Source: an optimization exercise on an open RTL-to-GDS flow (aim: small area and a short achievable clock period). Production flows keep margins and buffers that such runs may drop. The RTL was checked by simulation tests, not by an equivalence proof against the original design.

## v6
## FPUFMAPipe
module FPUFMAPipe(
  input         clock,
                reset,
                io_in_valid,
                io_in_bits_ren3,
                io_in_bits_swap23,
  input  [2:0]  io_in_bits_rm,
  input  [1:0]  io_in_bits_fmaCmd,
  input  [64:0] io_in_bits_in1,
                io_in_bits_in2,
                io_in_bits_in3,
  output        io_out_valid,
  output [64:0] io_out_bits_data,
  output [4:0]  io_out_bits_exc
);
  wire [64:0] a = io_in_bits_in1;
  wire [64:0] b = io_in_bits_swap23 ? 65'h08000000000000000 : io_in_bits_in2;
  wire [64:0] c = (io_in_bits_ren3 | io_in_bits_swap23) ? io_in_bits_in3
                  : {io_in_bits_in1[64] ^ io_in_bits_in2[64], 64'h0};
  wire zA = ~(|a[63:61]);
  wire zB = ~(|b[63:61]);
  wire zC = ~(|c[63:61]);
  wire nanA = (&a[63:62]) & a[61];
  wire nanB = (&b[63:62]) & b[61];
  wire nanC = (&c[63:62]) & c[61];
  wire infA = (&a[63:62]) & ~a[61];
  wire infB = (&b[63:62]) & ~b[61];
  wire infC = (&c[63:62]) & ~c[61];
  wire signProd = a[64] ^ b[64] ^ io_in_bits_fmaCmd[1];
  wire doSub    = signProd ^ c[64] ^ io_in_bits_fmaCmd[0];
  wire [13:0] ex = {2'h0, a[63:52]};
  wire [13:0] ey = {2'h0, b[63:52]};
  wire [13:0] ez = {2'h3, ~c[63:52]};
  wire [13:0] k1 = 14'h3839;
  wire [13:0] s1 = ex ^ ey ^ ez;
  wire [13:0] c1 = {(ex[12:0] & ey[12:0]) | (ex[12:0] & ez[12:0]) | (ey[12:0] & ez[12:0]), 1'b0};
  wire [13:0] s2 = s1 ^ c1 ^ k1;
  wire [13:0] c2 = {(s1[12:0] & c1[12:0]) | (s1[12:0] & k1[12:0]) | (c1[12:0] & k1[12:0]), 1'b0};
  wire [13:0] sNat;
  fma_add #(14, 4) addNat (.a(s2), .b(c2), .cin(1'b0), .s(sNat));
  wire [12:0] k2 = 13'h1803;
  wire [12:0] s3 = ex[12:0] ^ ey[12:0] ^ k2;
  ...
Size in the first run: roughly 15,000 cells after synthesis, ~750 flip-flops, about 110,000 sq um of cells after synthesis.
==> flow/config.mk <==
export PLATFORM = sky130hd
export DESIGN_NAME = FPUFMAPipe
export DESIGN_NICKNAME = FPUFMAPipe
export VERILOG_FILES = /design/flow/design.v
export SDC_FILE = /design/flow/constraint.sdc
export NUM_CORES = 8
export LEC_CHECK = 0
export ABC_AREA = 1
export CAP_MARGIN = 20
export CORE_MARGIN = 2
export CORE_UTILIZATION = 38
export SLEW_MARGIN = 20
==> flow/constraint.sdc <==
create_clock -name core_clock -period 16.0 [get_ports {clock}]
set_input_delay 3.2000 -clock core_clock [delete_from_list [all_inputs] [get_ports {clock}]]
set_output_delay 3.2000 -clock core_clock [all_outputs]
set_load 0.01 [all_outputs]
standard.sh (not shown) runs the stock make flow with config.mk's settings and CLKGATE_MAP_FILE= SYNTH_SCRIPT=/design/flow/synth_recipe.tcl, a recipe that flattens the netlist after the stock synthesis.
==> flow/flow/run.sh <==
#!/bin/bash
# The standard layout (standard synthesis, floorplan, placement, CTS, routing), with
# two changes: the setup repair is asked to leave extra setup slack, and the buffers
# that every input and output port gets are sky130_fd_sc_hd__buf_4 cells. The make output
# goes to flow.log, and ORFS keeps each step's full log under orfs/logs/.
set -uo pipefail
bash standard.sh SETUP_SLACK_MARGIN=10.65 "BUFFER_PORTS_ARGS=-buffer_cell sky130_fd_sc_hd__buf_4" finish > flow.log 2>&1
v6 completed end to end with timing, DRC and antenna clean.
### v6 -> v7
==> flow/flow/run.sh <==
#!/bin/bash
# The standard layout (standard synthesis, floorplan, placement, CTS, routing), with
# two changes: the setup repair is asked to leave extra setup slack, and the buffers
# that every input and output port gets are sky130_fd_sc_hd__buf_2 cells (smaller and
# faster than the delay cells buffer_ports picks by default). The make output goes to
# flow.log, and ORFS keeps each step's full log under orfs/logs/.
set -uo pipefail
bash standard.sh SETUP_SLACK_MARGIN=10.65 MATCH_CELL_FOOTPRINT=0 "BUFFER_PORTS_ARGS=-buffer_cell sky130_fd_sc_hd__buf_2" finish > flow.log 2>&1
==> comparison <==
Multi-input gate area in the final layout grows slightly when moving from v6 to v7. Across both runs, setup slack was higher for v7 than for v6. Between v7 and v6, it is v7 whose fmax is higher, by 2.7%. In the metrics for v7 and v6, the one carrying the lower fraction of area in non-clock buffers is v6.

static timing again, ports no longer ideal:
No port has a modelled driver above. Below, the same layouts with a new extraction and two added sets of constraints.
Step 1 (the two cells are an assumption about what drives the block):
set clk [get_ports {clock}]
set_driving_cell -lib_cell sky130_fd_sc_hd__clkbuf_16 $clk
set_driving_cell -lib_cell sky130_fd_sc_hd__buf_2 [delete_from_list [all_inputs] $clk]
Step 2 adds t to the input delays and takes it off the output delays; t is the mean of the earliest and latest rising clock arrival at the registers after step 1. Input paths then give back, and output paths get back, about the clock's delay inside the block.
Three values: no drivers, after step 1, after step 2; two values: the first two.
run | shift t [ns] | slack for setup (ns) | hold WS [ns]
v6 | 0.957 | 10.371 / 10.371 / 9.465 | 0.321 / 0.321 / 0.321
v7 | 0.956 | 10.520 / 10.449 / 9.493 | 0.322 / 0.322 / 0.322
After both steps every run listed still meets setup and hold. For v7, which loses most, drivers alone change the setup slack by -0.071 ns; drivers and shift together by -1.027 ns.
